This design comes from an exercise in tuning for small area on the open sky130 flow, not from production work. Where RTL was checked, it was by simulation tests only, not by an equivalence proof against the original. The clock port is modelled as an ideal driver; clocking choices that lean on that would not hold on a real chip. Power is estimated from default activity; no workload was simulated.

==> module add17_hi, before the edit <==
module add17_hi (
    input  [16:0] a,
    input  [16:0] b,
    input         ci,
    output [16:0] s
);
    wire [3:0] c;
    wire [11:0] x;
    wire [2:0]  xc;
    rca5c u_a (.a(a[4:0]), .b(b[4:0]), .ci(ci), .s(s[4:0]), .co(c[0]));
    genvar j;
    generate for (j = 0; j < 3; j = j + 1) begin : g
        rca4 u_r (.a(a[5+4*j +: 4]), .b(b[5+4*j +: 4]), .s(x[4*j +: 4]), .co(xc[j]));
        fix4 u_f (.x(x[4*j +: 4]), .c(c[j]), .xc(xc[j]), .s(s[5+4*j +: 4]), .co(c[j+1]));
    end endgenerate
endmodule
export LEC_CHECK = 0
export CAP_MARGIN = 20
export CORE_MARGIN = 2
export CORE_UTILIZATION = 40
export CTS_BUF_LIST = sky130_fd_sc_hd__clkbuf_8
export SLEW_MARGIN = 20
export SYNTH_HIERARCHICAL = 1
create_clock -name core_clock -period 4.0 [get_ports {clk}]
standard.sh (not shown) runs the stock make flow with config.mk's settings and CLKGATE_MAP_FILE= SYNTH_SCRIPT=/design/flow/synth_recipe.tcl, a recipe that flattens the netlist after the stock synthesis.
==> flow/flow/run.sh <==
#!/bin/bash
# Layout: the standard ORFS flow, with these changes:
#  * ports are buffered with buf_1 cells (the standard flow's buffer_ports picks
#    a larger delay buffer);
#  * clock tree synthesis uses clkbuf_4 and inserts no dummy loads; clock
#    buffers with a large fanout or load slew are then upsized to clkbuf_8
#    (post_cts.tcl).
# The make output goes to flow.log here; ORFS keeps each step's log under orfs/logs.
set -euo pipefail
bash standard.sh \
  "BUFFER_PORTS_ARGS=-buffer_cell sky130_fd_sc_hd__buf_1" \
  "CTS_ARGS=-sink_clustering_enable -repair_clock_nets -buf_list sky130_fd_sc_hd__clkbuf_4 -dont_use_dummy_load" \
  "POST_CTS_TCL=$PWD/flow/post_cts.tcl" \
  finish > flow.log 2>&1
==> flow/flow/post_cts.tcl <==
# After clock tree synthesis (built with clkbuf_4), upsize clock buffers to
# clkbuf_8 to keep the flip-flop clock slew low: first each buffer that
# drives more than 12 pins (the root), then each buffer whose loads see a
# slew over 105 ps (placement estimate); then legalize the placement again.
proc clk_loads { inst } {
  set out [get_pins -of_objects $inst -filter "direction == output"]
  set net [get_nets -of_objects $out]
  return [get_pins -of_objects $net -filter "direction == input"]
}
foreach inst [get_cells clkbuf_*] {
  set fo [llength [clk_loads $inst]]
  if { $fo > 12 } {
    replace_cell $inst sky130_fd_sc_hd__clkbuf_8
    puts "post_cts: upsized [get_property $inst name] (fanout $fo)"
  }
}
estimate_parasitics -placement
foreach inst [get_cells clkbuf_*] {
  if { [get_property [get_lib_cells -of_objects $inst] name] eq "sky130_fd_sc_hd__clkbuf_8" } {
    continue
  }
  set worst 0.0
  foreach p [clk_loads $inst] {
    set s [get_property $p slew_max]
    if { $s > $worst } { set worst $s }
  }
  if { $worst > 0.105 } {
    replace_cell $inst sky130_fd_sc_hd__clkbuf_8
    puts "post_cts: upsized [get_property $inst name] (slew $worst)"
  }
}
detailed_placement
check_placement -verbose
estimate_parasitics -placement
The starting point finished clean.
Edit:
--- a/flow/design.v
+++ b/flow/design.v
@@ -218,17 +218,20 @@
     input  [16:0] b,
     input         ci,
     output [16:0] s
 );
-    wire [3:0] c;
+    wire [2:0] c;
     wire [11:0] x;
-    wire [2:0]  xc;
+    wire [1:0]  xc;
     rca5c u_a (.a(a[4:0]), .b(b[4:0]), .ci(ci), .s(s[4:0]), .co(c[0]));
     genvar j;
-    generate for (j = 0; j < 3; j = j + 1) begin : g
+    generate for (j = 0; j < 2; j = j + 1) begin : g
         rca4 u_r (.a(a[5+4*j +: 4]), .b(b[5+4*j +: 4]), .s(x[4*j +: 4]), .co(xc[j]));
         fix4 u_f (.x(x[4*j +: 4]), .c(c[j]), .xc(xc[j]), .s(s[5+4*j +: 4]), .co(c[j+1]));
     end endgenerate
+    wire [3:0] xt;
+    rca4s  u_rt (.a(a[16:13]), .b(b[16:13]), .s(xt));
+    fix4s  u_ft (.x(xt), .c(c[2]), .s(s[16:13]));
 endmodule
 module rca5 (
     input  [4:0] a,
     input  [4:0] b,
@@ -257,8 +260,22 @@
     p_fa u3 (.a(a[3]), .b(b[3]), .ci(c[3]), .s(s[3]), .co(c[4]));
     p_fa u4 (.a(a[4]), .b(b[4]), .ci(c[4]), .s(s[4]), .co(c[5]));
     assign co = c[5];
 endmodule
+module fix4s (
+    input  [3:0] x,
+    input        c,
+    output [3:0] s
+);
+    wire q1, q2, q3;
+    p_xor2  u0 (.a(x[0]), .b(c), .y(s[0]));
+    p_nand2 n1 (.a(c), .b(x[0]), .y(q1));
+    p_xnor2 u1 (.a(x[1]), .b(q1), .y(s[1]));
+    p_nand3 n2 (.a(c), .b(x[0]), .c(x[1]), .y(q2));
+    p_xnor2 u2 (.a(x[2]), .b(q2), .y(s[2]));
+    p_nand4 n3 (.a(c), .b(x[0]), .c(x[1]), .d(x[2]), .y(q3));
+    p_xnor2 u3 (.a(x[3]), .b(q3), .y(s[3]));
+endmodule
 module fix5 (
     input  [4:0] x,
     input        c,
     input        xc,
@@ -291,8 +308,19 @@
     p_fa u2 (.a(a[2]), .b(b[2]), .ci(c[2]), .s(s[2]), .co(c[3]));
     p_fa u3 (.a(a[3]), .b(b[3]), .ci(c[3]), .s(s[3]), .co(c[4]));
     assign co = c[4];
 endmodule
+module rca4s (
+    input  [3:0] a,
+    input  [3:0] b,
+    output [3:0] s
+);
+    wire [3:1] c;
+    p_ha u0 (.a(a[0]), .b(b[0]), .s(s[0]), .co(c[1]));
+    p_fa u1 (.a(a[1]), .b(b[1]), .ci(c[1]), .s(s[1]), .co(c[2]));
+    p_fa u2 (.a(a[2]), .b(b[2]), .ci(c[2]), .s(s[2]), .co(c[3]));
+    p_fa u3 (.a(a[3]), .b(b[3]), .ci(c[3]), .s(s[3]), .co());
+endmodule
 module rca4c (
     input  [3:0] a,
     input  [3:0] b,
     input        ci,
Final cell count stays the same.
Power drops slightly.
Sequential power barely changes.
Hold slack is about the same.
Design area hardly moves.
Area after synthesis does not change.
Sequential share of layout area stays flat.
Setup slack improved by 93 ps.
Clock-buffer cell count stays the same.
Die area stays the same.
Clock skew is about the same.
First-iteration DRC count climbs by about a fifth.
Register-to-register slack improved by 90 ps.
Flip-flop and latch count stays the same.
For the first run of this note, only the layout was checked, not whether the RTL still works.

-- afterwards: timing with drivers on the ports --
The results above use ideal ports. As a check the final layouts listed here were re-extracted and re-timed, cells and wires unchanged.
Step 1, drivers: a clkbuf_16 drives clk and a buf_2 each remaining input, both assumed.
Step 2 times the ports against the registers' clock, not the clock port: input delays grow and output delays shrink by t, the midpoint of the rising clock arrivals with the driver on.
a / b / c = ideal / step 1 / step 2; a / b = the first two.
| run | shift t [ns] | setup slack, ns | hold slack, ns | worst setup path at the end | worst data-port slew with drivers (ns) |
|---|---|---|---|---|---|
| the first run | 0.457 | 0.422 / 0.422 / 0.422 | 0.481 / 0.481 / 0.481 | register to register | 0.03 |
| the second run | 0.450 | 0.515 / 0.500 / 0.515 | 0.483 / 0.483 / 0.483 | register to register | 0.04 |
After both steps every run listed still meets setup and hold.
